Background: an optimization exercise with open tools, aiming at small area. Do not read the settings as production practice.
Only simulation tests tie the RTL to the original design; equivalence was not proved.
Power figures rest on the tool's default switching activity, not on a simulated workload.

`flow/design.v`:
```
`timescale 1ns / 1ps
module spi_interface(
	input wire	       SCLK,
	input wire	       MOSI,
	input wire	       CSN,
	input wire	       rst_n,
	input wire [15:0]  reg_read_data,
	output reg	       MISO,
	output reg	       MISO_enable,
	output reg [7:0]   reg_addr,
	output reg [15:0]  reg_write_data,
	output reg	       reg_write_enable,
	output reg         reg_read_enable
);
	reg [15:0]			   spi_shift_reg_current;
	reg [2:0]			   state_current;
	reg [5:0]			   bit_count_current;
	reg				       reg_rw_current;   
	reg				       MISO_pos_edge;
	reg				       MISO_enable_pos_edge;
	reg [3:0]              counter;
	reg [15:0]			   spi_shift_reg_next;			       
	reg [2:0]			   state_next;
	reg [5:0]			   bit_count_next;
	reg				       reg_rw_next;
	reg [7:0]			   reg_addr_next;
	reg [15:0]			   reg_write_data_next;
	reg				       reg_write_enable_next;
	reg				       reg_read_enable_next;
	reg				       MISO_next;
	reg				       MISO_enable_next;
	reg [3:0]              counter_next;
	parameter [2:0] S0_IDLE          = 3'd0;
	parameter [2:0] S1_RW            = 3'd1;
	parameter [2:0] S2_8_REG_ADDR    = 3'd2;
	parameter [2:0] S3_DUMMY_STATE   = 3'd3;  
    parameter [2:0] S4_READ          = 3'd4;
	parameter [2:0] S5_REG_DATA      = 3'd5;
	parameter [2:0] S6_DUMMY_STATE   = 3'd6;
    always @(posedge SCLK or negedge rst_n)
    begin
		if (rst_n == 1'b0) begin
			state_current         <= S0_IDLE;
			spi_shift_reg_current <= 15'h0000;
			bit_count_current     <= 6'd33;
			reg_rw_current        <= 1'b0;
			reg_addr              <= 8'h00;
			MISO_pos_edge         <= 1'b0;
			MISO_enable_pos_edge  <= 1'b0;
			reg_write_data        <= 16'h0000;
			reg_write_enable      <= 1'b0;
			reg_read_enable       <= 1'b0;
			counter               <= 4'b0;
		end else begin
			state_current         <= state_next;
			spi_shift_reg_current <= spi_shift_reg_next;
			bit_count_current     <= bit_count_next;
			reg_rw_current        <= reg_rw_next;
			reg_addr              <= reg_addr_next;
			MISO_pos_edge         <= MISO_next;
			MISO_enable_pos_edge  <= MISO_enable_next;
			reg_write_data        <= reg_write_data_next;
			reg_write_enable      <= reg_write_enable_next;
			reg_read_enable       <= reg_read_enable_next;
			counter               <= counter_next;
		end
    end  
    always @(negedge SCLK or negedge rst_n)
    begin
		if (rst_n == 1'b0) begin
			MISO                  <= 1'b0;
			MISO_enable           <= 1'b0;
		end else begin
			MISO                  <= MISO_pos_edge;
			MISO_enable           <= MISO_enable_pos_edge;
		end
    end  
    always @(*)
    begin
		spi_shift_reg_next = {spi_shift_reg_current[14:0], MOSI};
    end
    always @(*)
    begin
		state_next            = state_current;
		bit_count_next        = bit_count_current;
		reg_rw_next           = reg_rw_current;
		reg_addr_next         = reg_addr;
		MISO_next             = 1'b0;
		MISO_enable_next      = 1'b0;
		reg_write_data_next   = reg_write_data;
		reg_write_enable_next = 1'b0;
		reg_read_enable_next  = 1'b0;
		counter_next          = counter;
		case(state_current)
			S0_IDLE: 
			begin
				if (CSN == 1'b0) begin
					state_next     = S1_RW;
					bit_count_next = bit_count_current - 1'b1;
				end
			end
			S1_RW:
			begin
				reg_rw_next    = spi_shift_reg_current[0];
				state_next     = S2_8_REG_ADDR;
				bit_count_next = bit_count_current - 1'b1;
			end
			S2_8_REG_ADDR: 
			begin
				bit_count_next = bit_count_current - 1'b1;
				if(bit_count_current == 6'd24) begin
					reg_addr_next = spi_shift_reg_current[7:0];
					state_next = S3_DUMMY_STATE;
				end
			end
			S3_DUMMY_STATE:
			begin
				bit_count_next = bit_count_current - 1'b1;
				counter_next = 4'd15;
				if(reg_rw_current == 1'b1) begin
					reg_write_enable_next = 1'b1;
					if(bit_count_current == 6'd19) begin
						state_next = S5_REG_DATA;
					end
				end
				if(reg_rw_current == 1'b0) begin
					reg_read_enable_next = 1'b1;
					if(bit_count_current == 6'd21) begin
						state_next = S4_READ;
					end
				end
			end
			S4_READ:
			begin
				reg_read_enable_next = 1'b1;
				MISO_enable_next = 1'b1;
				counter_next = counter - 1;
				MISO_next = reg_read_data[counter];
				bit_count_next = bit_count_current - 1'b1;
				if (counter == 4'd0) begin
					state_next = S6_DUMMY_STATE;
				end
			end
			S5_REG_DATA: 
			begin
				reg_write_enable_next = 1'b1;
				bit_count_next = bit_count_current - 1'b1;
				if (bit_count_current == 6'd3) begin
					state_next = S6_DUMMY_STATE;    
					reg_write_data_next = spi_shift_reg_current[15:0];
				end
			end
			S6_DUMMY_STATE : begin
				bit_count_next = bit_count_current - 1'b1;
				if(bit_count_current == 6'd0) begin
					state_next = S0_IDLE;
					bit_count_next = 6'd33;
				end
			end
		endcase  
    end  
endmodule  
`timescale 1ns / 1ps
module register_array(
    input wire clk,
    input wire rst_n,
    input wire [7:0] reg_addr,
    input wire [15:0] reg_write_data,
    input wire reg_write_enable,
    input wire reg_read_enable,
    output reg [15:0] reg_read_data
);
wire [16*256-1:0] reg_flat;
genvar g;
generate
    for (g = 0; g < 256; g = g + 1) begin : row
        reg [15:0] data;
        always @(posedge clk or negedge rst_n)
        begin
            if (rst_n == 1'b0) begin
                data <= 16'b0;
            end else if (reg_write_enable && reg_addr == g) begin
                data <= reg_write_data;
            end
        end
        assign reg_flat[16*g +: 16] = data;
    end
endgenerate
always @(posedge clk or negedge rst_n)
begin
    if (rst_n == 1'b0) begin
        reg_read_data <= 16'b0;
    end else if (reg_read_enable) begin
        if (reg_write_enable)
            reg_read_data <= reg_write_data;
        else
            reg_read_data <= reg_flat[16*reg_addr +: 16];
    end
end
endmodule
`timescale 1 ns / 1 ps 
module rst_syn(
    input wire clk,
    input wire rst_n,
    output reg rst_n_syn
);
reg out1;
always @(posedge clk or negedge rst_n)
begin
    if(rst_n == 0) begin
        out1 <= 1'b0;
        rst_n_syn <= 1'b0;
    end else begin
        out1 <= 1'b1;
        rst_n_syn <= out1;
    end
end
endmodule
`timescale 1ns / 1ps
module proj9_top(
	input wire  SCLK,
	input wire  MOSI,
	input wire  CSN,
	input wire  rst_n,
	output wire MISO,
	output wire MISO_enable		     
);
   wire [15:0]	reg_read_data;   
   wire [7:0]	reg_addr;   
   wire [15:0]	reg_write_data;
   wire	        reg_write_enable;
   wire		reg_read_enable;
   wire         rst_n_syn;
   spi_interface cmd_interface(			       
		.SCLK(SCLK),
		.MOSI(MOSI),
		.CSN(CSN),
		.rst_n(rst_n_syn),
		.reg_read_data(reg_read_data),
		.MISO(MISO),
		.MISO_enable(MISO_enable),
		.reg_addr(reg_addr),
		.reg_write_data(reg_write_data),
		.reg_write_enable(reg_write_enable),
		.reg_read_enable(reg_read_enable)
	);
   register_array regi_modu(
		.clk(SCLK),
		.rst_n(rst_n_syn),
		.reg_addr(reg_addr),
		.reg_write_data(reg_write_data),
		.reg_write_enable(reg_write_enable),
		.reg_read_enable(reg_read_enable),
		.reg_read_data(reg_read_data)
   );
   rst_syn reset_s(
		.clk(SCLK),
		.rst_n(rst_n),
		.rst_n_syn(rst_n_syn)
   );
endmodule  
```
`flow/run.sh`:
```
#!/bin/bash
# synth_recipe.tcl (not shown) runs the flow's synth.tcl, then flattens the netlist and writes it again
# the make line also repeats each setting of config.mk as NAME=value (left out here)
make -C /OpenROAD-flow-scripts/flow DESIGN_CONFIG=/design/flow/config.mk WORK_HOME=/design/flow/orfs CLKGATE_MAP_FILE= SYNTH_SCRIPT=/design/flow/synth_recipe.tcl finish
```
`flow/config.mk`:
```
export PLATFORM = sky130hd
export DESIGN_NAME = proj9_top
export DESIGN_NICKNAME = proj9_top
export VERILOG_FILES = /design/flow/design.v
export SDC_FILE = /design/flow/constraint.sdc
export NUM_CORES = 8
export LEC_CHECK = 0
export CAP_MARGIN = 35
export CORE_MARGIN = 2
export CORE_UTILIZATION = 55
export SLEW_MARGIN = 35
```
`flow/constraint.sdc`:
```
create_clock -name core_clock -period 10.0 [get_ports {SCLK}]
set_input_delay 2.0000 -clock core_clock [delete_from_list [all_inputs] [get_ports {SCLK}]]
set_output_delay 2.0000 -clock core_clock [all_outputs]
set_load 0.01 [all_outputs]
```
==> results of run 1 <==
[Yosys cell counts, types with 3 or more instances]
library cell	number	area (µm²)
nor3_1	11	55.05
and2_1	4	25.02
o41ai_1	45	394.1
mux2i_1	8	80.08
and3_1	4	25.02
xnor2_1	3	26.28
buf_1	59	221.5
nand4_1	6	37.54
dfrtp_1	4170	104400
nand2_1	125	469.2
a41oi_1	11	96.34
nand2_2	10	62.56
nor2b_1	13	81.33
buf_2	266	1331
mux4_2	1115	25110
inv_1	10	37.54
a2111oi_1	3	30.03
nor2_1	200	750.7
nand3b_1	4	30.03
ha_1	5	62.56
buf_4	99	743.2
o22a_1	11	96.34
a31oi_1	4	25.02
mux2_2	4074	45880
nor4_1	3	18.77
a221oi_1	3	26.28
nand3_1	27	135.1
a22oi_1	361	2710
or2_2	3	18.77
mux2_1	53	596.8
nand2b_1	11	68.82
a21oi_1	188	940.9
o21ai_0	6	30.03
nor2_2	10	62.56
buf_6	16	180.2
clkbuf_1	679	2549
[power by group]
part	internal, mW	leakage (nW)	total [mW]	switching (mW)
Sequential	17.0	58.2	17.0	0.0826
Clock	10.0	7.46	16.8	6.81
Combinational	0.435	31.9	1.62	1.18
[flip-flops by register name (all words and copies together), names as in the netlist, 3 cells and up]
name / flops
regi_modu.row.data: 4096
cmd_interface.reg_write_data: 16
cmd_interface.spi_shift_reg_current: 16
regi_modu.reg_read_data: 16
cmd_interface.reg_addr: 8
cmd_interface.bit_count_current: 6
cmd_interface.counter: 4
cmd_interface.state_current: 3
[area by class of cell]
class,count,share of cell area
Multi-Input combinational cell,6347,0.3790
Inverter,11,0.0001982
Clock inverter,136,0.007086
Tap cell,4536,0.02724
Clock buffer,682,0.06480
Sequential cell,4174,0.5017
Timing Repair Buffer,418,0.01977
Antenna cell,15,0.0001802
[metal layers]
layer / wire, µm / GRT usage / vias up
li1: - / - / 43134
met1: 230300 / 0.4417 / 59099
met2: 253000 / 0.4909 / 2811
met3: 31250 / 0.05216 / 832
met4: 19960 / 0.1088 / 8
met5: 53 / 0 / -
[kinds of logic after synthesis]
family                   after synthesis  share of synthesized area
flip-flops                          4174                     0.5566
buffers and inverters               1130                    0.02699
XOR/XNOR                               4                  0.0001867
AND/OR/NAND/NOR                      439                    0.01015
other                                  1                 0.00001998
multiplexers                        5250                     0.3818
adder cells (fa/ha/maj)                5                  0.0003333
AO/OA/AOI/OAI                        648                    0.02391
[final timing paths]
kind	start	endpoint	slack, ps	cells past startpoint
min	reset_s.rst_n_syn$_DFF_PN0_	regi_modu.row[181].data[14]$_DFFE_PN0P_	290	0
max reg2reg	reset_s.rst_n_syn$_DFF_PN0_	cmd_interface.MISO_enable$_DFF_NN0_	4320	0
min reg2reg	reset_s.rst_n_syn$_DFF_PN0_	regi_modu.row[181].data[14]$_DFFE_PN0P_	290	0
min in group core_clock	cmd_interface.spi_shift_reg_current[9]$_DFF_PN0_	cmd_interface.spi_shift_reg_current[10]$_DFF_PN0_	360	0
max	cmd_interface.MISO$_DFF_NN0_	MISO	1170	1
max in group asynchronous	reset_s.rst_n_syn$_DFF_PN0_	cmd_interface.MISO_enable$_DFF_NN0_	4320	0
[through the flow]
stage | hold slack (ps) | instance area, µm²
2_1_floorplan | 331.2 | 187700
3_3_place_gp | 302.3 | 192100
3_5_place_dp | 312.3 | 192800
4_1_cts | 317.3 | 207700
5_1_grt | 332.2 | 208300
6_report | 285.3 | 208400
==> results.cfg, run 1 <==
[placement]
dp_slack_ps = 2079
port-buffer-count = 5
placed_cells = 15467
hpwl_um = 322100
finalWeightedCongestion = 0.8133

[critical_path]
start_kind = flop
cp_max_fo = 1
cp.arrival_ps = 6830
max_stage_delay_ps = 530
path_buf_inv = 1
cp_data_required_time_ps = 8000
crit_path_end_kind = output pin
slowest_stage = clkdlybuf4s50_1
cp_top_family = buffers and inverters
critical_path_class = flop to output pin
crit_chain = clkdlybuf4s50_1

[yosys]
syn_area_um2 = 187700
synth_flop_cell = dfrtp_1
avgSynthCellArea_um2 = 16.11
yosysSeqAreaShare = 0.5566
synthArstFlopShare = 1.000
yosysUniqueCellTypes = 59
synth-edff-count = 0
synth-seq-cells = 4174
ys.warnings.count = 3
syn_inst = 11651
synth_nets = 11660

[timing]
tightestPinTransition_ps = 1057
setup_ws_ps = 1173
hold_viol = 0
finalSetupViolCount = 0
finalClockSkew_ps = 70.65
rsz0062_at_grt = no
totalNegativeSetupSlack_ps = 0
drv_slew = 0
relSlewSlack = 0.2879

[drt]
num_vias = 105884
detail-route-antenna-nets = 0
viasPerCell = 6.488
wl_per_cell_um = 32.76
drtIter0Drc = 8121
drc = 0
wl_um = 534600
drt-pass1-iter-count = 5

[clocking]
htree_levels = 5
clock_latency_ps = 960
ctsHoldBuffers = 0
numCtsBuffers = 442
cts_sinks = 4174
clkSlewWorstSetupHoldPaths_ps = 60
cts_tree = done
cts_resized = 0
cts_buffer_depth = 4
post_cts_buffers = 0
cts_root_buf = clkbuf_16

[finish]
final_nets = 11403
register_area_um2 = 104500
fill_cells = 24764
multi_input_area_um2 = 78970
drive_gt1_frac = 0.5566
final_common_cell = dfrtp_1
layout_common_cells = 4,146 x dfrtp_1, 4,074 x mux2_2, 1,115 x mux4_2
finalNonFillerCells = 16319
areaGrowthSynthToFinish_pct = 11.02
utilization = 0.6132

[floorplanning]
fp-row-count = 214
fp.dieH_um = 588.2
die_x_um = 588.2
initial_utilization = 0.5523
core_area_um2 = 339800
io-pin-count = 6
die_area_um2 = 345900

[grt]
overflow = 0
grtUsageTotal = 0.3112
grt_max_degree = 187
first_global_vias = 113133
antenna_found_initial = 23
grt_pass1_wl_um = 788800

[power_and_ir_drop]
power.density_nw_per_um2 = 170.3
power_mw = 35.48
peakVddDrop_mv = 0.1693
cellLeakagePower_nw = 97.54

[flow_run]
cap_violations = 0

[run_status]
outcome = timing/DRC/antenna clean

[worst_hold_path]
hold_path_class = flop to async pin
==> inputs of run 2 (changes only) <==
==> flow/design.v (replaced) <==
`timescale 1ns / 1ps
module spi_interface(
	input wire	       SCLK,
	input wire	       MOSI,
	input wire	       CSN,
	input wire	       rst_n,
	input wire         tap,
	output reg	       MISO,
	output reg	       MISO_enable,
	output wire        clr,
	output wire        ins_act,
	output wire        ins_bit,
	output reg [7:0]   wadr,
	output reg [7:0]   radr,
	output wire [1:0]  rq
);
	reg [5:0]  pos;       
	reg        rw;        
	reg [3:0]  ph;        
	reg        done;      
	reg [3:0]  e;         
	reg [3:0]  z;         
	reg [15:0] sr;        
	reg [3:0]  k;         
	reg        wact;      
	wire start    = (pos == 6'd0 || pos == 6'd34) && !CSN;
	wire in_data  = pos >= 6'd14 && pos <= 6'd29;    
	wire win_go   = rw && pos >= 6'd15 && pos <= 6'd30 && ph == 4'd0;
	assign clr     = !done;
	assign ins_act = wact | win_go;
	assign ins_bit = sr[k] & done;
	assign rq      = e[3:2];
	always @(posedge SCLK or negedge rst_n)
	begin
		if (rst_n == 1'b0) begin
			pos  <= 6'd0;
			ph   <= 4'd0;
			done <= 1'b0;
			wact <= 1'b0;
		end else begin
			if (start)
				pos <= 6'd1;
			else if (pos == 6'd0 || pos == 6'd34)
				pos <= 6'd0;
			else
				pos <= pos + 1'b1;
			ph <= ph + 1'b1;
			if (ph == 4'd13)
				done <= 1'b1;
			if (win_go)
				wact <= 1'b1;
			else if (ph == 4'd15)
				wact <= 1'b0;
		end
	end
	always @(posedge SCLK)
	begin
		if (start)
			rw <= MOSI;
		if (pos >= 6'd1 && pos <= 6'd8)
			radr <= {radr[6:0], MOSI};
		if (pos == 6'd9)
			e <= ph + 4'd3;
		if (pos == 6'd14) begin
			k    <= ~ph;
			wadr <= radr;
		end
		sr <= {sr[14:0], in_data ? MOSI : sr[15]};
		z  <= {z[2:0], tap & done};
	end
	always @(negedge SCLK or negedge rst_n)
	begin
		if (rst_n == 1'b0) begin
			MISO        <= 1'b0;
			MISO_enable <= 1'b0;
		end else begin
			MISO_enable <= !rw && pos >= 6'd14 && pos <= 6'd29;
			MISO        <= !rw && pos >= 6'd14 && pos <= 6'd29 && z[e[1:0]];
		end
	end
endmodule  
`timescale 1ns / 1ps
module register_array(
    input wire clk,
    input wire clr,           
    input wire ins_act,       
    input wire ins_bit,       
    input wire [7:0] wadr,
    input wire [7:0] radr,
    input wire [1:0] rq,      
    output wire tap
);
wire [4*256-1:0] taps;
genvar g;
generate
    for (g = 0; g < 256; g = g + 1) begin : row
        reg [15:0] ring;
        wire sel = clr | (ins_act && wadr == g);
        always @(posedge clk)
            ring <= {ring[14:0], sel ? ins_bit : ring[15]};
        assign taps[4*g +: 4] = {ring[12], ring[8], ring[4], ring[0]};
    end
endgenerate
assign tap = taps[{radr, rq}];
endmodule
`timescale 1 ns / 1 ps 
module rst_syn(
    input wire clk,
    input wire rst_n,
    output reg rst_n_syn
);
reg out1;
always @(posedge clk or negedge rst_n)
begin
    if(rst_n == 0) begin
        out1 <= 1'b0;
        rst_n_syn <= 1'b0;
    end else begin
        out1 <= 1'b1;
        rst_n_syn <= out1;
    end
end
endmodule
`timescale 1ns / 1ps
module proj9_top(
	input wire  SCLK,
	input wire  MOSI,
	input wire  CSN,
	input wire  rst_n,
	output wire MISO,
	output wire MISO_enable
);
   wire         rst_n_syn;
   wire         clr;
   wire         ins_act;
   wire         ins_bit;
   wire [7:0]   wadr;
   wire [7:0]   radr;
   wire [1:0]   rq;
   wire         tap;
   spi_interface cmd_interface(
		.SCLK(SCLK),
		.MOSI(MOSI),
		.CSN(CSN),
		.rst_n(rst_n_syn),
		.tap(tap),
		.MISO(MISO),
		.MISO_enable(MISO_enable),
		.clr(clr),
		.ins_act(ins_act),
		.ins_bit(ins_bit),
		.wadr(wadr),
		.radr(radr),
		.rq(rq)
	);
   register_array regi_modu(
		.clk(SCLK),
		.clr(clr),
		.ins_act(ins_act),
		.ins_bit(ins_bit),
		.wadr(wadr),
		.radr(radr),
		.rq(rq),
		.tap(tap)
   );
   rst_syn reset_s(
		.clk(SCLK),
		.rst_n(rst_n),
		.rst_n_syn(rst_n_syn)
   );
endmodule  
--- a/flow/config.mk
+++ b/flow/config.mk
@@ -7,5 +7,7 @@
 export LEC_CHECK = 0
-export CAP_MARGIN = 35
+export CAP_MARGIN = 20
 export CORE_MARGIN = 2
-export CORE_UTILIZATION = 55
-export SLEW_MARGIN = 35
+export CORE_UTILIZATION = 70
+export CTS_BUF_LIST = sky130_fd_sc_hd__clkbuf_8
+export CTS_CLUSTER_SIZE = 40
+export SLEW_MARGIN = 20
==> run 2 against run 1 <==
Compared with the run above:
- global-route usage fell by 2.7 points
- non-clock buffer count fell by 339
- still clean on timing, DRC and antenna
- flip-flop and latch count fell by 17
- clock skew rose by 53 ps
- clock power fell by 25%
- critical endpoint is now MISO_enable
- count of clock-buffer cells in the layout rose by 66
- combinational power rose by 9.9%
- critical path depth did not move
- sequential power barely moved
- setup slack improved by 31 ps
- utilization rose by 19 points
==> results.cfg, run 2 <==
[floorplanning]
fp-row-count = 137
io-pin-count = 6
core_area_um2 = 139400
die_x_um = 378.5
fp.dieH_um = 378.5
die_area_um2 = 143300
initial_utilization = 0.7044

[power_and_ir_drop]
power.internal_mw = 23.90
peakVddDrop_mv = 0.2402
cellLeakagePower_nw = 44.26
power.density_nw_per_um2 = 279.6
swShare = 0.2324
power_frac_clock = 0.404
power_switching_mw = 7.234
p_seq_frac = 0.539
pwr-share-comb = 0.057

[placement]
port-buffer-count = 5
dpl-instance-area_um2 = 99940
hpwl_um = 107100
finalWeightedCongestion = 0.7918

[finish]
layout_common_cells = 4,116 x dfxtp_1, 748 x clkbuf_8, 310 x a21oi_1
drive_gt1_frac = 0.1492
largest_reg_flops = 4096
regMostFlops = regi_modu.row.ring
multi_input_area_um2 = 13280
final_nets = 6557
areaGrowthSynthToFinish_pct = 13.43
final_area_um2 = 111400
register_area_um2 = 83550
final_common_cell = dfxtp_1
fill_cells = 7798
reg_top3 = regi_modu.row.ring (4096), cmd_interface.sr (16)

[clocking]
clock_latency_ps = 1000
numCtsBuffers = 589
ctsHoldBuffers = 0
cts_buffer_depth = 4
cts_tree = done
htree_levels = 6
cts_resized = 0
post_cts_buffers = 0
clkSlewWorstSetupHoldPaths_ps = 60
cts_sinks = 4157
cts_root_buf = clkbuf_8

[critical_path]
r2r_end = cmd_interface.MISO$_DFF_NN0_
cp_top_family = buffers and inverters
cp_data_required_time_ps = 8000
r2r_slack_ps = 3100
cp.arrival_ps = 6800
crit_path_end_kind = output pin
start_kind = flop
r2r_start = cmd_interface.pos[0]$_DFF_PN0_
slowest_stage = clkdlybuf4s50_1
worstRegToRegCells = 8
cp_max_fo = 1
max_stage_delay_ps = 530
critical_path_class = flop to output pin
path_buf_inv = 1
crit_chain = clkdlybuf4s50_1

[timing]
hold_viol = 0
rsz0062_at_grt = no
finalSetupViolCount = 0
relSlewSlack = 0.1944
totalNegativeSetupSlack_ps = 0
drv_slew = 0
tightestPinTransition_ps = 1202
finalClockSkew_ps = 123.8

[yosys]
syn_area_um2 = 98170
syn_inst = 6121
synth-seq-cells = 4157
yosys-top-cells-count = 4,116 x dfxtp_1, 310 x a21oi_1, 298 x o21ai_0
avgSynthCellArea_um2 = 16.04
synthArstFlopShare = 0.003849
synth-edff-count = 25
synth_flop_cell = dfxtp_1
yosysUniqueCellTypes = 64
synth_most_common_cell = dfxtp_1
synth_top_area_share = 0.8393
yosysTopAreaCell = dfxtp_1
ys.warnings.count = 3
synth.area.top_cells = dfxtp_1 84%, mux2i_1 2.6%, mux4_2 2.4%
synth_nets = 6134
yosysSeqAreaShare = 0.8511

[grt]
grt_max_degree = 86
grtUsageTotal = 0.2845
first_global_vias = 47960
overflow = 0
grt_pass1_wl_um = 299200
antenna_found_initial = 20

[drt]
wl_per_cell_um = 22.88
wl_um = 201800
detail-route-antenna-nets = 0
drtIter0Drc = 3535
drc = 0
num_vias = 46975
viasPerCell = 5.325
drt-pass1-iter-count = 5

[worst_hold_path]
hold_path_class = flop to async pin

[flow_run]
cap_violations = 0

[run_status]
outcome = timing/DRC/antenna clean
==> run 2: worst max path at each step <==
stage | to | slack (ps) | cells after the start | from
after floorplan | MISO | 2590 | 0 | cmd_interface.MISO$_DFF_NN0_
after global placement | MISO_enable | 2090 | 1 | cmd_interface.MISO_enable$_DFF_NN0_
after detailed placement | MISO_enable | 2090 | 1 | cmd_interface.MISO_enable$_DFF_NN0_
after CTS | MISO_enable | 1140 | 1 | cmd_interface.MISO_enable$_DFF_NN0_
after global routing | MISO | 1140 | 1 | cmd_interface.MISO$_DFF_NN0_
final | MISO_enable | 1200 | 1 | cmd_interface.MISO_enable$_DFF_NN0_
==> run 2: metrics by stage <==
| stage | hold slack, ps | worst slack (ps) | power, mW | utilization | instances |
|---|---|---|---|---|---|
| floorplan | 173.5 | 2588 | 18.07 | - | 6121 |
| global placement | 237.5 | 2087 | 18.88 | 0.7169 | 7827 |
| detailed placement | 246.5 | 2093 | 18.89 | 0.7172 | 7829 |
| CTS | 245.7 | 1141 | 31.30 | 0.7989 | 8818 |
| global route | 301.3 | 1141 | 32.12 | 0.7990 | 8820 |
| finish | 226.4 | 1204 | 31.13 | 0.7990 | 8822 |
==> run 2: cell type report <==
class / instances / share of cell area
sequential: 4157 / 0.7503
multi-input combinational: 1705 / 0.1192
clock buffer: 748 / 0.09245
tap: 1876 / 0.02108
clock inverter: 241 / 0.009911
timing repair buffer: 79 / 0.006405
inverter: 12 / 0.0004944
antenna: 4 / 0.00008989
==> run 2: logic make-up after synthesis <==
logic type	share of synthesized area
AND/OR/NAND/NOR	0.02603
adder cells (fa/ha/maj)	0.001147
other	0.00003820
XOR/XNOR	0.0007138
flip-flops	0.8511
buffers and inverters	0.01622
multiplexers	0.05840
AO/OA/AOI/OAI	0.04638
==> run 2: metal layers <==
layer	track usage	part of all wire	wire, µm	vias to the layer above
li1	-	-	-	21742
met1	0.4141	0.47	95040	23438
met2	0.4279	0.45	90350	1449
met3	0.05754	0.058	11710	342
met4	0.1003	0.023	4692	4
met5	0	0.00010	21	-
==> run 2: power groups by stage <==
stage               logic (mW)  registers [mW]  clock network (mW)
floorplan                0.976            17.1                   0
finish                    1.78            16.8                12.6
global placement          1.73            17.1                   0
detailed placement        1.74            17.2                   0
global route              1.83            16.8                13.5
CTS                       1.75            16.8                12.8
==> inputs of run 3 (changes only) <==
--- a/flow/config.mk
+++ b/flow/config.mk
@@ -10,4 +10,4 @@
 export CORE_UTILIZATION = 70
-export CTS_BUF_LIST = sky130_fd_sc_hd__clkbuf_8
-export CTS_CLUSTER_SIZE = 40
+export CTS_BUF_LIST = sky130_fd_sc_hd__clkbuf_4
+export CTS_CLUSTER_SIZE = 20
 export SLEW_MARGIN = 20
==> run 3 against run 2 <==
Compared with the run above:
- still clean
- via count grew 4.1%
- flip-flop and latch count is the same
- first-iteration DRC count shrank 8.7%
- cell count grew 6.7%
- synthesized area is the same
- non-clock buffer count is the same
- utilization is essentially flat
- count of clock-buffer cells in the layout grew 650
==> results.cfg, run 3 <==
[timing]
whs_ps = 219.3
finalSetupViolCount = 0
finalClockSkew_ps = 188.8
drv_slew = 0
relSlewSlack = 0.2172
totalNegativeSetupSlack_ps = 0
rsz0062_at_grt = no
hold_viol = 0
tightestPinTransition_ps = 1168

[power_and_ir_drop]
power_frac_clock = 0.399
peakVddDrop_mv = 0.2067
p_seq_frac = 0.543
cellLeakagePower_nw = 44.50
swShare = 0.2368
power.internal_mw = 23.58
power.density_nw_per_um2 = 277.5
pwr-share-comb = 0.058
power_switching_mw = 7.313
power_mw = 30.89

[clocking]
numCtsBuffers = 898
cts_buffer_depth = 4
htree_levels = 6
cts_tree = done
ctsHoldBuffers = 0
cts_resized = 0
cts_sinks = 4157
cts_root_buf = clkbuf_4
post_cts_buffers = 0
clkSlewWorstSetupHoldPaths_ps = 70
clock_latency_ps = 1320

[critical_path]
cp_max_fo = 1
start_kind = flop
cp_data_required_time_ps = 8000
crit_chain = clkdlybuf4s50_1
worstRegToRegCells = 8
path_depth = 1
path_buf_inv = 1
cp.arrival_ps = 7050
crit_path_end_kind = output pin
max_stage_delay_ps = 530
critical_path_class = flop to output pin
cp_top_family = buffers and inverters
slowest_stage = clkdlybuf4s50_1

[placement]
hpwl_um = 107100
placed_cells = 7829
port-buffer-count = 5
finalWeightedCongestion = 0.7918

[run_status]
outcome = timing/DRC/antenna clean

[grt]
first_global_vias = 50236
grt_max_degree = 86
overflow = 0
grtUsageTotal = 0.2851
antenna_found_initial = 18
grt_pass1_wl_um = 301600

[yosys]
yosysUniqueCellTypes = 64
ys.warnings.count = 3
synth_top_area_share = 0.8393
syn_inst = 6121
synth-edff-count = 25
yosys-top-cells-count = 4,116 x dfxtp_1, 310 x a21oi_1, 298 x o21ai_0
syn_area_um2 = 98170
synth_flop_cell = dfxtp_1
yosysSeqAreaShare = 0.8511
synthArstFlopShare = 0.003849
yosysTopAreaCell = dfxtp_1
synth_most_common_cell = dfxtp_1
avgSynthCellArea_um2 = 16.04
synth_nets = 6134
synth-seq-cells = 4157
synth.area.top_cells = dfxtp_1 84%, mux2i_1 2.6%, mux4_2 2.4%

[flow_run]
cap_violations = 0

[floorplanning]
die_area_um2 = 143300
initial_utilization = 0.7044
fp.dieH_um = 378.5
io-pin-count = 6
fp-row-count = 137
die_x_um = 378.5
core_area_um2 = 139400

[finish]
final_nets = 6866
areaGrowthSynthToFinish_pct = 13.37
largest_reg_flops = 4096
finalNonFillerCells = 9409
regMostFlops = regi_modu.row.ring
final_common_cell = dfxtp_1
layout_common_cells = 4,116 x dfxtp_1, 1,398 x clkbuf_4, 310 x a21oi_1
drive_gt1_frac = 0.2215
utilization = 0.7987
reg_top3 = regi_modu.row.ring (4096), cmd_interface.sr (16)

[drt]
num_vias = 48891
drt-pass1-iter-count = 6
wl_per_cell_um = 21.50
viasPerCell = 5.196
drtIter0Drc = 3227
drc = 0
wl_um = 202300
detail-route-antenna-nets = 0

[worst_hold_path]
hold_path_class = flop to async pin
run 3: cell families (layout without fill, tap and decap cells):
| group | after synthesis | in the layout | share of synthesized area |
|---|---|---|---|
| compound gates | 797 | 797 | 0.04638 |
| fa+ha+maj | 9 | 9 | 0.001147 |
| flops | 4157 | 4157 | 0.8511 |
| buf+inv | 259 | 1659 | 0.01622 |
| xor+xnor | 8 | 8 | 0.0007138 |
| simple gates | 499 | 499 | 0.02603 |
| other cells | 1 | 13 | 0.00003820 |
| mux | 391 | 391 | 0.05840 |
run 3: layout make-up:
type / instances / area, µm²
fillers: 8144 / 28060
well taps: 1876 / 2347
inverters: 12 / 55.05
clock buffers: 1398 / 10500
multi-input cells: 1705 / 13280
flip-flops and latches: 4157 / 83550
diodes: 12 / 30.03
clock inverters: 170 / 833.3
repair buffers: 79 / 713.2
run 3: path summary, 6_finish.rpt:
check                                                    startpoint                             endpoint  slack (ps)
max in group asynchronous               reset_s.rst_n_syn$_DFF_PN0_  cmd_interface.MISO_enable$_DFF_NN0_        4310
worst max register to register       cmd_interface.pos[0]$_DFF_PN0_         cmd_interface.MISO$_DFF_NN0_        3110
worst max-delay path            cmd_interface.MISO_enable$_DFF_NN0_                          MISO_enable         950
worst min register to register          reset_s.rst_n_syn$_DFF_PN0_       cmd_interface.pos[2]$_DFF_PN0_         220
min in group core_clock           regi_modu.row[74].ring[7]$_DFF_P_    regi_modu.row[74].ring[8]$_DFF_P_         280
worst min-delay path                    reset_s.rst_n_syn$_DFF_PN0_       cmd_interface.pos[2]$_DFF_PN0_         220
run 3: metal layers:
layer  vias up  track usage  routed length, µm
met5         -            0                  0
met4         0       0.1060               4519
met3       286      0.06118              10760
met2      1455       0.4254              90650
met1     24306       0.4135              96410
li1      22844            -                  -
run 3: power by group through the flow:
| stage | sequential [mW] | clock, mW | combinational [mW] |
|---|---|---|---|
| after CTS | 16.8 | 12.6 | 1.74 |
| after global routing | 16.8 | 13.5 | 1.83 |
| final | 16.8 | 12.3 | 1.78 |
| after floorplan | 17.1 | 0 | 0.976 |
| after detailed placement | 17.2 | 0 | 1.74 |
| after global placement | 17.1 | 0 | 1.73 |
run 3: stage by stage:
step                cell area (µm²)  setup slack (ps)
detailed placement            99940              2093
CTS                          111300             860.3
global placement              99910              2087
floorplan                     98170              2588
global route                 111300             866.7
finish                       111300             953.8
==> inputs of run 4 (changes only) <==
==> flow/config.mk (replaced) <==
export PLATFORM = sky130hd
export DESIGN_NAME = proj9_top
export DESIGN_NICKNAME = proj9_top
export VERILOG_FILES = /design/flow/design.v
export SDC_FILE = /design/flow/constraint.sdc
export NUM_CORES = 8
export LEC_CHECK = 0
export CAP_MARGIN = 35
export CORE_MARGIN = 2
export CORE_UTILIZATION = 55
export SLEW_MARGIN = 35
==> run 4 against run 3 <==
Compared with the run above:
- register-to-register slack improved by 180 ps
- cell count fell by 4.3%
- critical path depth did not move
- clock skew fell by 120 ps
- clock power rose by 18%
- combinational power barely moved
- utilization fell by 16 points
- sequential share of layout area fell by 1.5 points
- hold slack improved by 24 ps
- global-route usage fell by 6.1 points
- critical path type unchanged
- critical endpoint unchanged
- largest cell class unchanged
- highest routed layer is now met5
==> results.cfg, run 4 <==
[yosys]
avgSynthCellArea_um2 = 16.04
synth.area.top_cells = dfxtp_1 84%, mux2i_1 2.6%, mux4_2 2.4%
yosysUniqueCellTypes = 64
synth_flop_cell = dfxtp_1
ys.warnings.count = 3
yosysTopAreaCell = dfxtp_1
synth-edff-count = 25
synth_nets = 6134
synth_most_common_cell = dfxtp_1
synthArstFlopShare = 0.003849
syn_area_um2 = 98170
synth_top_area_share = 0.8393
synth-seq-cells = 4157
yosys-top-cells-count = 4,116 x dfxtp_1, 310 x a21oi_1, 298 x o21ai_0
yosysSeqAreaShare = 0.8511
syn_inst = 6121

[placement]
port-buffer-count = 5
placed_cells = 8315
finalWeightedCongestion = 0.7663
hpwl_um = 108700
dpl-instance-area_um2 = 100800
dp_slack_ps = 2079

[power_and_ir_drop]
power_frac_clock = 0.438
power_switching_mw = 7.389
cellLeakagePower_nw = 44.09
power.density_nw_per_um2 = 291.4
pwr-share-comb = 0.055
power.internal_mw = 25.71
peakVddDrop_mv = 0.2196
p_seq_frac = 0.507
swShare = 0.2232

[finish]
final_common_cell = dfxtp_1
multi_input_area_um2 = 13360
utilization = 0.6388
regMostFlops = regi_modu.row.ring
final_area_um2 = 113600
finalNonFillerCells = 9006
final_nets = 6359
fill_cells = 12742
layout_common_cells = 4,116 x dfxtp_1, 392 x clkbuf_16, 310 x a21oi_1
areaGrowthSynthToFinish_pct = 15.71
largest_reg_flops = 4096
reg_top3 = regi_modu.row.ring (4096), cmd_interface.sr (16)
register_area_um2 = 83550
drive_gt1_frac = 0.1279

[drt]
detail-route-antenna-nets = 0
wl_um = 204000
num_vias = 45677
wl_per_cell_um = 22.65
viasPerCell = 5.072
drtIter0Drc = 3026
drt-pass1-iter-count = 5
drc = 0

[clocking]
cts_root_buf = clkbuf_16
cts_tree = done
clock_latency_ps = 940
cts_buffer_depth = 4
numCtsBuffers = 384
htree_levels = 5
cts_resized = 0
post_cts_buffers = 0
cts_sinks = 4157
clkSlewWorstSetupHoldPaths_ps = 60
ctsHoldBuffers = 0

[timing]
rsz0062_at_grt = no
drv_slew = 0
setup_ws_ps = 1191
totalNegativeSetupSlack_ps = 0
finalSetupViolCount = 0
hold_viol = 0
relSlewSlack = 0.2130
tightestPinTransition_ps = 1171
finalClockSkew_ps = 72.06

[flow_run]
cap_violations = 0

[floorplanning]
die_x_um = 426.5
fp-row-count = 155
core_area_um2 = 177800
die_area_um2 = 181900
initial_utilization = 0.5520
fp.dieH_um = 426.5
io-pin-count = 6

[critical_path]
slowest_stage = clkdlybuf4s50_1
cp_max_fo = 1
crit_path_end_kind = output pin
critical_path_class = flop to output pin
cp_data_required_time_ps = 8000
path_buf_inv = 1
start_kind = flop
cp_top_family = buffers and inverters
crit_chain = clkdlybuf4s50_1
max_stage_delay_ps = 540
cp.arrival_ps = 6810

[grt]
grt_util_met3 = 0.04149
first_global_vias = 46291
met1_usage = 0.3329
antenna_found_initial = 18
overflow = 0
grt_pass1_wl_um = 300500
use_met2 = 0.3327
grt_max_degree = 129
grt.busiest_layer = met1
grtUsageTotal = 0.2245

[worst_hold_path]
hold_path_class = flop to async pin

[run_status]
outcome = timing/DRC/antenna clean
-- run 4: cell counts after synthesis --
Identical to the previous run, type by type.
-- run 4: final timing paths --
check / start / end / slack, ps / cells after the start
worst min-delay path: reset_s.rst_n_syn$_DFF_PN0_ / cmd_interface.ph[3]$_DFF_PN0_ / 240 / 0
worst max-delay path: cmd_interface.MISO_enable$_DFF_NN0_ / MISO_enable / 1190 / 1
max in group asynchronous: reset_s.rst_n_syn$_DFF_PN0_ / cmd_interface.MISO$_DFF_NN0_ / 4380 / 0
worst max register to register: cmd_interface.pos[0]$_DFF_PN0_ / cmd_interface.MISO$_DFF_NN0_ / 3290 / 8
worst min register to register: reset_s.rst_n_syn$_DFF_PN0_ / cmd_interface.ph[3]$_DFF_PN0_ / 240 / 0
min in group core_clock: regi_modu.row[76].ring[5]$_DFF_P_ / regi_modu.row[76].ring[6]$_DFF_P_ / 280 / 0
-- run 4: through the flow --
| step | power (mW) | hold slack [ps] |
|---|---|---|
| floorplan | 18.07 | 173.5 |
| global placement | 18.93 | 260.0 |
| detailed placement | 18.95 | 272.4 |
| CTS | 33.33 | 271.6 |
| global route | 34.09 | 294.7 |
| finish | 33.10 | 243.7 |
-- run 4: cell type report --
type / count / area share
antenna: 11 / 0.0002423
timing repair buffer: 86 / 0.008206
inverter: 12 / 0.0004957
clock inverter: 128 / 0.01372
clock buffer: 552 / 0.09825
tap: 2355 / 0.02594
multi-input combinational: 1705 / 0.1176
sequential: 4157 / 0.7355
-- run 4: kinds of logic (layout without fill, tap and decap cells) --
kind of cell | after synthesis | in the layout | synth area share
xor gates and xnor gates | 8 | 8 | 0.0007138
muxes | 391 | 391 | 0.05840
other | 1 | 12 | 0.00003820
AOI/OAI and AO/OA | 797 | 797 | 0.04638
and+or+nand+nor | 499 | 499 | 0.02603
buffers and inverters | 259 | 778 | 0.01622
DFF | 4157 | 4157 | 0.8511
adders and majority gates | 9 | 9 | 0.001147
-- run 4: routing by layer --
| layer | up-vias | share of wire |
|---|---|---|
| met5 | - | 0.00013 |
| met4 | 4 | 0.026 |
| met3 | 351 | 0.048 |
| met2 | 1068 | 0.43 |
| met1 | 22959 | 0.49 |
| li1 | 21295 | - |
-- run 4: power groups by stage --
stage               Sequential (mW)  Combinational [mW]  Clock, mW
finish                         16.8                1.81       14.5
global route                   16.8                1.87       15.4
CTS                            16.8                1.80       14.7
detailed placement             17.2                1.80          0
global placement               17.2                1.78          0
floorplan                      17.1               0.976          0
==> inputs of run 5 (changes only) <==
==> flow/design.v (replaced) <==
`timescale 1ns / 1ps
module spi_interface(
	input wire	       SCLK,
	input wire	       MOSI,
	input wire	       CSN,
	input wire	       rst_n,
	input wire         tap_e,
	input wire         tap_o,
	output reg	       MISO,
	output reg	       MISO_enable,
	output wire [15:0] set_hi,
	output wire [15:0] clr_hi,
	output wire [15:0] sel_lo,
	output wire [7:0]  ra,
	output wire        rq
);
	reg [5:0]  pos;       
	reg        rw;        
	reg [7:0]  radr;      
	reg [3:0]  ph;        
	reg        done;      
	reg [3:0]  e;         
	reg [7:0]  wadr;      
	reg [6:0]  z;         
	reg        co;        
	reg [15:0] sr;        
	reg [3:0]  k;         
	reg        wact;      
	reg        cact;      
	wire start    = (pos == 6'd0 || pos == 6'd34) && !CSN;
	wire in_data  = pos >= 6'd14 && pos <= 6'd29;    
	wire win_go   = rw && pos >= 6'd15 && pos <= 6'd30 && ph == 4'd0;
	wire rd_on    = !rw && pos >= 6'd14 && pos <= 6'd29;
	assign ra      = {radr[7:2], pos == 6'd7 ? MOSI : radr[1], pos == 6'd8 ? MOSI : radr[0]};
	assign rq      = e[3];
	wire ins_act = wact | win_go;
	wire ins_bit = sr[k];
	assign set_hi = (ins_act & ins_bit & done) ? (16'd1 << wadr[7:4]) : 16'd0;
	assign clr_hi = done ? (cact ? (16'd1 << wadr[7:4]) : 16'd0) : 16'hffff;
	assign sel_lo = done ? (16'd1 << wadr[3:0]) : 16'hffff;
	wire tap = ra[0] ? tap_o : tap_e;
	wire z0_in = (pos == 6'd7 ? tap_e : tap) & done;
	wire z1_in = (pos == 6'd8 && MOSI) ? co : z[0];
	wire rd_bit = e[2:0] == 3'd0 ? (tap & done) : z[e[2:0] - 3'd1];
	always @(posedge SCLK or negedge rst_n)
	begin
		if (rst_n == 1'b0) begin
			pos  <= 6'd0;
			ph   <= 4'd0;
			done <= 1'b0;
			wact <= 1'b0;
			cact <= 1'b0;
		end else begin
			if (start)
				pos <= 6'd1;
			else if (pos == 6'd0 || pos == 6'd34)
				pos <= 6'd0;
			else
				pos <= pos + 1'b1;
			ph <= ph + 1'b1;
			if (ph == 4'd13)
				done <= 1'b1;
			if (win_go)
				wact <= 1'b1;
			else if (ph == 4'd15)
				wact <= 1'b0;
			cact <= ins_act & !ins_bit;
		end
	end
	integer i;
	always @(posedge SCLK)
	begin
		if (start)
			rw <= MOSI;
		for (i = 0; i < 8; i = i + 1)
			if (pos == 6'd8 - i)
				radr[i] <= MOSI;
		if (pos == 6'd6)
			e <= ph;
		if (pos == 6'd14) begin
			k    <= ~ph;
			wadr <= radr;
		end
		sr <= {sr[14:0], in_data ? MOSI : sr[15]};
		z  <= {z[5:1], z1_in, z0_in};
		co <= tap_o & done;
	end
	always @(negedge SCLK or negedge rst_n)
	begin
		if (rst_n == 1'b0) begin
			MISO        <= 1'b0;
			MISO_enable <= 1'b0;
		end else begin
			MISO_enable <= rd_on;
			MISO        <= rd_on && rd_bit;
		end
	end
endmodule  
`timescale 1ns / 1ps
module register_array(
    input wire clk,
    input wire [15:0] set_hi,     
    input wire [15:0] clr_hi,     
    input wire [15:0] sel_lo,
    input wire [7:0] ra,          
    input wire rq,                
    output wire tap_e,            
    output wire tap_o             
);
wire [7:0] rl = 8'd1 << {rq, ra[7:6]};
wire [63:0] grp;
genvar g;
generate
    for (g = 0; g < 256; g = g + 1) begin : row
        reg [15:0] ring;
        always @(posedge clk) begin
            ring[0]    <= ~(ring[15] | (set_hi[g / 16] & sel_lo[g % 16]));
            ring[1]    <= ~(ring[0]  | (clr_hi[g / 16] & sel_lo[g % 16]));
            ring[15:2] <= ring[14:1];
        end
    end
    for (g = 0; g < 64; g = g + 1) begin : grp_or
        assign grp[g] = (rl[0] & row[g      ].ring[7])  | (rl[1] & row[g +  64].ring[7])  |
                        (rl[2] & row[g + 128].ring[7])  | (rl[3] & row[g + 192].ring[7])  |
                        (rl[4] & row[g      ].ring[15]) | (rl[5] & row[g +  64].ring[15]) |
                        (rl[6] & row[g + 128].ring[15]) | (rl[7] & row[g + 192].ring[15]);
    end
endgenerate
wire [3:0] v = grp[ra[5:2] * 4 +: 4];
assign tap_e = ra[1] ? v[2] : v[0];
assign tap_o = ra[1] ? v[3] : v[1];
endmodule
`timescale 1 ns / 1 ps 
module rst_syn(
    input wire clk,
    input wire rst_n,
    output reg rst_n_syn
);
reg out1;
always @(posedge clk or negedge rst_n)
begin
    if(rst_n == 0) begin
        out1 <= 1'b0;
        rst_n_syn <= 1'b0;
    end else begin
        out1 <= 1'b1;
        rst_n_syn <= out1;
    end
end
endmodule
`timescale 1ns / 1ps
module proj9_top(
	input wire  SCLK,
	input wire  MOSI,
	input wire  CSN,
	input wire  rst_n,
	output wire MISO,
	output wire MISO_enable
);
   wire         rst_n_syn;
   wire [15:0]  set_hi;
   wire [15:0]  clr_hi;
   wire [15:0]  sel_lo;
   wire [7:0]   ra;
   wire         rq;
   wire         tap_e;
   wire         tap_o;
   spi_interface cmd_interface(
		.SCLK(SCLK),
		.MOSI(MOSI),
		.CSN(CSN),
		.rst_n(rst_n_syn),
		.tap_e(tap_e),
		.tap_o(tap_o),
		.MISO(MISO),
		.MISO_enable(MISO_enable),
		.set_hi(set_hi),
		.clr_hi(clr_hi),
		.sel_lo(sel_lo),
		.ra(ra),
		.rq(rq)
	);
   register_array regi_modu(
		.clk(SCLK),
		.set_hi(set_hi),
		.clr_hi(clr_hi),
		.sel_lo(sel_lo),
		.ra(ra),
		.rq(rq),
		.tap_e(tap_e),
		.tap_o(tap_o)
   );
   rst_syn reset_s(
		.clk(SCLK),
		.rst_n(rst_n),
		.rst_n_syn(rst_n_syn)
   );
endmodule  
--- a/flow/config.mk
+++ b/flow/config.mk
@@ -7,5 +7,8 @@
 export LEC_CHECK = 0
-export CAP_MARGIN = 35
+export CAP_MARGIN = 20
 export CORE_MARGIN = 2
-export CORE_UTILIZATION = 55
-export SLEW_MARGIN = 35
+export CORE_UTILIZATION = 70
+export CTS_BUF_LIST = sky130_fd_sc_hd__clkbuf_16
+export CTS_CLUSTER_DIAMETER = 50
+export CTS_CLUSTER_SIZE = 36
+export SLEW_MARGIN = 20
==> run 5 against run 4 <==
Compared with the run above:
- utilization is 14 points higher
- clock power down 34%
- non-clock buffer count up 1
- design area decreased by 10%
- sequential share of layout area increased by 8.7 points
- cell count shrank 17%
- critical path type is now flop to flop
- critical endpoint is now cmd_interface.MISO$_DFF_NN0_
- highest routed layer is now met4
==> results.cfg, run 5 <==
[clocking]
htree_levels = 4
cts_resized = 0
ctsHoldBuffers = 0
cts_sinks = 4162
cts_buffer_depth = 3
cts_root_buf = clkbuf_16
clkSlewWorstSetupHoldPaths_ps = 110
clock_latency_ps = 830
numCtsBuffers = 184
post_cts_buffers = 0
cts_tree = done

[critical_path]
cp_data_required_time_ps = 5740
cp-startpoint = cmd_interface.radr[7]$_DFFE_PN_
r2r_end = cmd_interface.MISO$_DFF_NN0_
crit_path_end_kind = flop
cp.arrival_ps = 4710
r2r_slack_ps = 1030
worstRegToRegCells = 10
crit_end = cmd_interface.MISO$_DFF_NN0_
cp_max_fo = 14
start_kind = flop
r2r_start = cmd_interface.radr[7]$_DFFE_PN_
critical_path_class = flop to flop

[timing]
setup_ws_ps = 1029
drv_slew = 0
totalNegativeSetupSlack_ps = 0
tightestPinTransition_ps = 1082
rsz0062_at_grt = no
finalClockSkew_ps = 111.6
relSlewSlack = 0.2753
finalSetupViolCount = 0
hold_viol = 0
whs_ps = 301.2

[grt]
antenna_found_initial = 0
overflow = 0
grt_max_degree = 64
grtUsageTotal = 0.2530
first_global_vias = 38033
grt_pass1_wl_um = 248400

[finish]
reg_top3 = regi_modu.row.ring (4096), cmd_interface.sr (16)
regMostFlops = regi_modu.row.ring
final_common_cell = dfxtp_1
register_area_um2 = 83640
areaGrowthSynthToFinish_pct = 9.960
final_nets = 5611
fill_cells = 7394
largest_reg_flops = 4096
drive_gt1_frac = 0.1008
multi_input_area_um2 = 8167
layout_common_cells = 4,122 x dfxtp_1, 544 x a21oi_1, 190 x clkbuf_16

[yosys]
syn_area_um2 = 92490
synth_top_area_share = 0.8922
synth_flop_cell = dfxtp_1
yosysUniqueCellTypes = 78
synth_nets = 5501
syn_inst = 5487
yosysSeqAreaShare = 0.9043
ys.warnings.count = 3
avgSynthCellArea_um2 = 16.86
synthArstFlopShare = 0.004085
synth-seq-cells = 4162
synth.area.top_cells = dfxtp_1 89%, a21oi_1 2.9%, mux4_2 0.90%
yosysTopAreaCell = dfxtp_1
yosys-top-cells-count = 4,122 x dfxtp_1, 544 x a21oi_1, 84 x clkbuf_1
synth_most_common_cell = dfxtp_1
synth-edff-count = 23

[power_and_ir_drop]
power.density_nw_per_um2 = 264.0
cellLeakagePower_nw = 40.17
power_mw = 26.85
peakVddDrop_mv = 0.2299

[floorplanning]
die_area_um2 = 135000
fp-row-count = 133
fp.dieH_um = 367.5
io-pin-count = 6
initial_utilization = 0.7044
die_x_um = 367.5
core_area_um2 = 131300

[drt]
drc = 0
wl_met2_um = 75770
wl_met1_um = 80220
wl_per_cell_um = 22.68
detail-route-antenna-nets = 0
wl_um = 170400
topRoutingLayerUsed = met4
viasPerCell = 5.127
num_vias = 38512
drtIter0Drc = 3102
met3_length_um = 9196
drt-pass1-iter-count = 5

[placement]
dp_slack_ps = 628.8
port-buffer-count = 5
hpwl_um = 100800
finalWeightedCongestion = 0.8321

[worst_hold_path]
hold_path_class = flop to flop

[run_status]
outcome = timing/DRC/antenna clean

[flow_run]
cap_violations = 0
## run 5: cell count changes after synthesis, sizes merged, moves of 95 or more
cell,change
o221ai,-95
o21ai,-238
mux2i,-226
a21oi,+234
nand3,-266
mux4,-96
## run 5: worst min path at each step
| stage | slack [ps] | from | to | cells past startpoint |
|---|---|---|---|---|
| 4_1_cts | 300 | regi_modu.row[71].ring[5]$_DFF_P_ | regi_modu.row[71].ring[6]$_DFF_P_ | 0 |
| 2_1_floorplan | 190 | reset_s.rst_n_syn$_DFF_PN0_ | cmd_interface.cact$_DFF_PN0_ | 0 |
| 6_report | 300 | regi_modu.row[71].ring[5]$_DFF_P_ | regi_modu.row[71].ring[6]$_DFF_P_ | 0 |
| 3_3_place_gp | 310 | regi_modu.row[58].ring[11]$_DFF_P_ | regi_modu.row[58].ring[12]$_DFF_P_ | 0 |
| 5_1_grt | 300 | regi_modu.row[199].ring[5]$_DFF_P_ | regi_modu.row[199].ring[6]$_DFF_P_ | 0 |
| 3_5_place_dp | 310 | regi_modu.row[125].ring[6]$_DFF_P_ | regi_modu.row[125].ring[7]$_DFF_P_ | 0 |
## run 5: kinds of logic (layout without fill, tap and decap cells)
family / count (synthesis) / after routing / share of synthesized area
compound gates: 797 / 797 / 0.05014
xor+xnor: 6 / 6 / 0.0005682
fa+ha+maj: 10 / 10 / 0.001353
buf+inv: 182 / 450 / 0.01047
flops: 4162 / 4162 / 0.9043
mux: 132 / 132 / 0.02085
other cells: 1 / 2 / 0.00004055
simple gates: 197 / 197 / 0.01231
## run 5: where the power goes
part	total [mW]	switching (mW)	internal, mW
clock network	9.60	5.52	4.08
logic	0.497	0.338	0.158
registers	16.8	0.0774	16.7
total	26.9	5.93	20.9
## run 5: layout make-up
| class | count | area share |
|---|---|---|
| timing repair buffer | 87 | 0.007357 |
| inverter | 19 | 0.0007259 |
| sequential | 4162 | 0.8224 |
| clock buffer | 190 | 0.04675 |
| tap | 1755 | 0.02159 |
| clock inverter | 154 | 0.02088 |
| antenna | 1 | 0.00002461 |
| multi-input combinational | 1143 | 0.08030 |
## run 5: through the flow
stage,area (µm²),cells,utilization
after CTS,101700,7509,0.7744
after global placement,94790,7165,0.7220
after detailed placement,94790,7165,0.7220
after global routing,101700,7510,0.7746
after floorplan,92490,5487,-
final,101700,7511,0.7746
## run 5: worst max-delay path, stage by stage (launching register included)
cell	delay (ps)
edfxtp_1	730
buf_4	360
nor3b_2	900
buf_4	370
a22oi_1	150
o211ai_1	160
a32oi_1	310
o2111ai_1	350
o311a_2	250
mux2i_1	90
a31oi_1	190
## run 5: per-layer routing
layer,global-route usage,vias to the layer above
met2,0.3865,973
met5,0,-
met4,0.08149,0
met3,0.04348,309
li1,-,18313
met1,0.3725,18917
==> inputs of run 6 (changes only) <==
--- a/flow/config.mk
+++ b/flow/config.mk
@@ -11,4 +11,4 @@
 export CTS_BUF_LIST = sky130_fd_sc_hd__clkbuf_16
-export CTS_CLUSTER_DIAMETER = 50
-export CTS_CLUSTER_SIZE = 36
+export CTS_CLUSTER_DIAMETER = 60
+export CTS_CLUSTER_SIZE = 30
 export SLEW_MARGIN = 20
==> run 6 against run 5 <==
Compared with the run above:
- via count is 1.2% lower
- cell count shrank 1.4%
- highest routed layer unchanged
- flip-flop and latch count unchanged
- wire length is 1.6% lower
- still clean
- critical path type unchanged
- count of clock-buffer cells in the layout down 16
- sequential share of layout area grew 1.5 points
- clock power shrank 15%
- combinational power hardly changed
- largest power group unchanged
- first-iteration DRC count is 3.5% lower
==> results.cfg, run 6 <==
[run_status]
outcome = timing/DRC/antenna clean

[drt]
wl_um = 167600
drtIter0Drc = 2992
viasPerCell = 5.134
drt-pass1-iter-count = 5
wl_per_cell_um = 22.63
drc = 0
detail-route-antenna-nets = 0
num_vias = 38033

[yosys]
synthArstFlopShare = 0.004085
synth-edff-count = 23
yosysUniqueCellTypes = 78
synth_flop_cell = dfxtp_1
yosysSeqAreaShare = 0.9043
ys.warnings.count = 3
syn_area_um2 = 92490
synth-seq-cells = 4162
yosys-top-cells-count = 4,122 x dfxtp_1, 544 x a21oi_1, 84 x clkbuf_1
syn_inst = 5487
synth_most_common_cell = dfxtp_1
synth_top_area_share = 0.8922
avgSynthCellArea_um2 = 16.86
synth_nets = 5501
synth.area.top_cells = dfxtp_1 89%, a21oi_1 2.9%, mux4_2 0.90%
yosysTopAreaCell = dfxtp_1

[grt]
antenna_found_initial = 0
grt_pass1_wl_um = 243700
grt_max_degree = 64
overflow = 0
first_global_vias = 37495
grtUsageTotal = 0.2488

[floorplanning]
die_x_um = 367.5
fp.dieH_um = 367.5
fp-row-count = 133
io-pin-count = 6
core_area_um2 = 131300
die_area_um2 = 135000
initial_utilization = 0.7044

[finish]
layout_common_cells = 4,122 x dfxtp_1, 544 x a21oi_1, 174 x clkbuf_16
largest_reg_flops = 4096
fill_cells = 7643
reg_top3 = regi_modu.row.ring (4096), cmd_interface.sr (16)
regMostFlops = regi_modu.row.ring
drive_gt1_frac = 0.08298
register_area_um2 = 83640
areaGrowthSynthToFinish_pct = 7.994
final_nets = 5593
final_common_cell = dfxtp_1
multi_input_area_um2 = 8167

[clocking]
cts_root_buf = clkbuf_16
cts_sinks = 4162
htree_levels = 4
cts_resized = 0
clock_latency_ps = 820
clkSlewWorstSetupHoldPaths_ps = 100
cts_buffer_depth = 3
cts_tree = done
post_cts_buffers = 0
ctsHoldBuffers = 0
numCtsBuffers = 166

[power_and_ir_drop]
cellLeakagePower_nw = 39.35
power.density_nw_per_um2 = 254.5
peakVddDrop_mv = 0.1870

[timing]
rsz0062_at_grt = no
drv_slew = 0
finalClockSkew_ps = 90.56
tightestPinTransition_ps = 1140
setup_ws_ps = 1014
hold_viol = 0
relSlewSlack = 0.2393
finalSetupViolCount = 0
totalNegativeSetupSlack_ps = 0

[critical_path]
cp_max_fo = 14
crit_path_end_kind = flop
critical_path_class = flop to flop
start_kind = flop
cp.arrival_ps = 4740
cp_data_required_time_ps = 5750

[placement]
port-buffer-count = 5
dp_slack_ps = 628.8
finalWeightedCongestion = 0.8321
hpwl_um = 100800

[worst_hold_path]
hold_path_class = flop to flop

[flow_run]
cap_violations = 0
-- run 6: cell types whose count changed in the layout (fill, tap and decap cells not counted), sizes merged --
cell / change
inv: -60
clkinvlp: -3
clkinv: -23
bufinv: -1
clkbuf: -16
-- run 6: per-stage QoR --
| step | hold WS (ps) | cells | area [µm²] | total power, mW | utilization |
|---|---|---|---|---|---|
| floorplan | 186.6 | 5487 | 92490 | 17.40 | - |
| global placement | 309.5 | 7165 | 94790 | 17.61 | 0.7220 |
| detailed placement | 312.1 | 7165 | 94790 | 17.62 | 0.7220 |
| CTS | 323.4 | 7406 | 99850 | 25.54 | 0.7605 |
| global route | 324.3 | 7407 | 99880 | 26.15 | 0.7607 |
| finish | 315.6 | 7408 | 99880 | 25.42 | 0.7607 |
-- run 6: critical path, stage by stage, from the launching register on --
cell       delay, ps
edfxtp_1         730
buf_4            360
nor3b_2          910
buf_4            380
a22oi_1          150
o211ai_1         160
a32oi_1          320
o2111ai_1        350
o311a_2          250
mux2i_1           90
a31oi_1          190
-- run 6: path summary, 6_finish.rpt --
path | slack (ps) | start | to | cells past startpoint
setup / recovery | 1010 | cmd_interface.radr[7]$_DFFE_PN_ | cmd_interface.MISO$_DFF_NN0_ | 10
hold / removal | 320 | regi_modu.row[225].ring[10]$_DFF_P_ | regi_modu.row[225].ring[11]$_DFF_P_ | 0
setup reg to reg | 1010 | cmd_interface.radr[7]$_DFFE_PN_ | cmd_interface.MISO$_DFF_NN0_ | 10
hold reg to reg | 320 | regi_modu.row[225].ring[10]$_DFF_P_ | regi_modu.row[225].ring[11]$_DFF_P_ | 0
max in group asynchronous | 4070 | reset_s.rst_n_syn$_DFF_PN0_ | cmd_interface.MISO$_DFF_NN0_ | 0
min in group asynchronous | 390 | reset_s.rst_n_syn$_DFF_PN0_ | cmd_interface.cact$_DFF_PN0_ | 0
-- run 6: cell families after synthesis --
family          after synthesis  synth area share
flops                      4162            0.9043
compound gates              797           0.05014
mux                         132           0.02085
simple gates                197           0.01231
xor+xnor                      6         0.0005682
other cells                   1        0.00004055
fa+ha+maj                    10          0.001353
buf+inv                     182           0.01047
-- run 6: cell type report --
type                            instances  share of cell area
Clock buffer                          174             0.04359
Clock inverter                         67            0.007053
Tap cell                             1755             0.02198
Sequential cell                      4162              0.8374
Inverter                               19           0.0007391
Antenna cell                            1          0.00002505
Multi-Input combinational cell       1143             0.08176
Timing Repair Buffer                   87            0.007491
-- run 6: layer usage --
| layer | part of all wire | track usage | up-vias | routed length (µm) |
|---|---|---|---|---|
| li1 | - | - | 18123 | - |
| met5 | 0 | 0 | - | 0 |
| met1 | 0.48 | 0.3711 | 18776 | 81190 |
| met4 | 0.031 | 0.08630 | 0 | 5264 |
| met3 | 0.047 | 0.04133 | 283 | 7893 |
| met2 | 0.44 | 0.3732 | 851 | 73260 |
-- run 6: where the power goes --
group	total, mW	internal (mW)	leakage [nW]	switching (mW)
Clock	8.17	3.42	2.52	4.75
Combinational	0.496	0.158	3.21	0.338
Sequential	16.8	16.7	33.6	0.0768
Total	25.4	20.3	39.3	5.17
==> inputs of run 7 (changes only) <==
--- a/flow/config.mk
+++ b/flow/config.mk
@@ -10,5 +10,5 @@
 export CORE_UTILIZATION = 70
-export CTS_BUF_LIST = sky130_fd_sc_hd__clkbuf_16
-export CTS_CLUSTER_DIAMETER = 60
-export CTS_CLUSTER_SIZE = 30
+export CTS_BUF_LIST = sky130_fd_sc_hd__clkbuf_4
+export CTS_CLUSTER_DIAMETER = 30
+export CTS_CLUSTER_SIZE = 10
 export SLEW_MARGIN = 20
==> run 7 against run 6 <==
Compared with the run above:
- wire length is 1.0% higher
- count of clock-buffer cells in the layout is 486 higher
- sequential power about the same
- clock power grew 12%
- clock skew increased by 97 ps
- flip-flop and latch count is the same
- utilization rose by 1.3 points
- register-to-register slack lost 50 ps
- setup slack worse by 280 ps
- critical path depth decreased by 9
- largest cell class unchanged
- largest power group unchanged
- highest routed layer unchanged
==> results.cfg, run 7 <==
[run_status]
outcome = timing/DRC/antenna clean

[finish]
register_area_um2 = 83640
drive_gt1_frac = 0.1633
regMostFlops = regi_modu.row.ring
reg_top3 = regi_modu.row.ring (4096), cmd_interface.sr (16)
largest_reg_flops = 4096
final_nets = 5992
final_area_um2 = 101500
utilization = 0.7734
finalNonFillerCells = 8033
multi_input_area_um2 = 8167
fill_cells = 7715
final_common_cell = dfxtp_1
areaGrowthSynthToFinish_pct = 9.789
layout_common_cells = 4,122 x dfxtp_1, 660 x clkbuf_4, 544 x a21oi_1

[drt]
wl_per_cell_um = 21.08
drt-pass1-iter-count = 5
num_vias = 40525
viasPerCell = 5.045
drc = 0
wl_um = 169300
detail-route-antenna-nets = 0
drtIter0Drc = 2757

[timing]
rsz0062_at_grt = no
finalClockSkew_ps = 187.1
hold_viol = 0
relSlewSlack = 0.2541
whs_ps = 302.8
tightestPinTransition_ps = 1118
drv_slew = 0
totalNegativeSetupSlack_ps = 0
finalSetupViolCount = 0

[yosys]
avgSynthCellArea_um2 = 16.86
synth_most_common_cell = dfxtp_1
yosys-top-cells-count = 4,122 x dfxtp_1, 544 x a21oi_1, 84 x clkbuf_1
synth-seq-cells = 4162
syn_inst = 5487
synth.area.top_cells = dfxtp_1 89%, a21oi_1 2.9%, mux4_2 0.90%
synth-edff-count = 23
synth_top_area_share = 0.8922
synth_flop_cell = dfxtp_1
syn_area_um2 = 92490
yosysSeqAreaShare = 0.9043
yosysUniqueCellTypes = 78
synth_nets = 5501
yosysTopAreaCell = dfxtp_1
ys.warnings.count = 3
synthArstFlopShare = 0.004085

[placement]
port-buffer-count = 5
hpwl_um = 100800
dpl-instance-area_um2 = 94790
finalWeightedCongestion = 0.8321
placed_cells = 7165

[clocking]
htree_levels = 6
cts_tree = done
ctsHoldBuffers = 0
numCtsBuffers = 565
cts_buffer_depth = 4
cts_resized = 0
post_cts_buffers = 0
cts_sinks = 4162
clock_latency_ps = 1310
clkSlewWorstSetupHoldPaths_ps = 100
cts_root_buf = clkbuf_4

[grt]
overflow = 0
grt_pass1_wl_um = 249300
grtUsageTotal = 0.2525
antenna_found_initial = 2
first_global_vias = 40846
grt_max_degree = 64

[critical_path]
path_buf_inv = 1
cp.arrival_ps = 7260
cp_top_family = buffers and inverters
start_kind = flop
crit_chain = clkdlybuf4s50_1
cp_data_required_time_ps = 8000
path_depth = 1
worstRegToRegCells = 10
cp_max_fo = 1
crit_path_end_kind = output pin
critical_path_class = flop to output pin
max_stage_delay_ps = 610
slowest_stage = clkdlybuf4s50_1

[floorplanning]
fp-row-count = 133
initial_utilization = 0.7044
io-pin-count = 6
die_area_um2 = 135000
die_x_um = 367.5
fp.dieH_um = 367.5
core_area_um2 = 131300

[worst_hold_path]
holdPathStages = 0
hold_path_class = flop to flop

[flow_run]
cap_violations = 0

[power_and_ir_drop]
cellLeakagePower_nw = 40.71
power.density_nw_per_um2 = 259.8
peakVddDrop_mv = 0.1493
==> run 7: cell types whose count changed in the layout (fill, tap and decap cells not counted), sizes merged <==
cell | before | now
clkbuf | 174 | 660
clkinv | 27 | 138
clkinvlp | 3 | 15
inv | 49 | 27
diode | 1 | 14
bufinv | 7 | 32
==> run 7: layer usage <==
metal	GRT usage	wire, µm	vias up
met5	0	0	-
met4	0.1046	4981	0
met3	0.05581	9871	311
met2	0.3714	74130	1172
met1	0.3664	80340	19748
li1	-	-	19294
==> run 7: path summary, 6_finish.rpt <==
kind,startpoint,end,slack [ps]
min,regi_modu.row[153].ring[3]$_DFF_P_,regi_modu.row[153].ring[4]$_DFF_P_,300
min in group asynchronous,reset_s.rst_n_syn$_DFF_PN0_,cmd_interface.ph[2]$_DFF_PN0_,380
max in group asynchronous,reset_s.rst_n_syn$_DFF_PN0_,cmd_interface.MISO$_DFF_NN0_,3990
min reg2reg,regi_modu.row[153].ring[3]$_DFF_P_,regi_modu.row[153].ring[4]$_DFF_P_,300
max reg2reg,cmd_interface.radr[7]$_DFFE_PN_,cmd_interface.MISO$_DFF_NN0_,960
max,cmd_interface.MISO$_DFF_NN0_,MISO,740
==> run 7: area by class of cell <==
cell class,count,share of cell area
flip-flops and latches,4162,0.8237
clock buffers,660,0.04880
well taps,1755,0.02163
multi-input cells,1143,0.08043
repair buffers,87,0.007369
clock inverters,193,0.01705
inverters,19,0.0007270
diodes,14,0.0003450
==> run 7: kinds of logic after synthesis <==
group | count (synthesis) | synth area share
AOI/OAI and AO/OA | 797 | 0.05014
xor gates and xnor gates | 6 | 0.0005682
adders and majority gates | 10 | 0.001353
buffers and inverters | 182 | 0.01047
DFF | 4162 | 0.9043
muxes | 132 | 0.02085
other | 1 | 0.00004055
and+or+nand+nor | 197 | 0.01231
==> run 7: power by group <==
| group | switching (mW) | leakage [nW] | internal [mW] | total, mW |
|---|---|---|---|---|
| clock | 5.13 | 3.88 | 4.00 | 9.13 |
| sequential | 0.0769 | 33.6 | 16.7 | 16.8 |
| combinational | 0.342 | 3.21 | 0.158 | 0.500 |
| total | 5.55 | 40.7 | 20.8 | 26.4 |
==> run 7: through the flow <==
stage          power [mW]  setup WS, ps
3_5_place_dp        17.62         628.8
3_3_place_gp        17.61         628.5
5_1_grt             27.38         634.5
6_report            26.38         737.8
4_1_cts             26.60         591.2
2_1_floorplan       17.40          1652
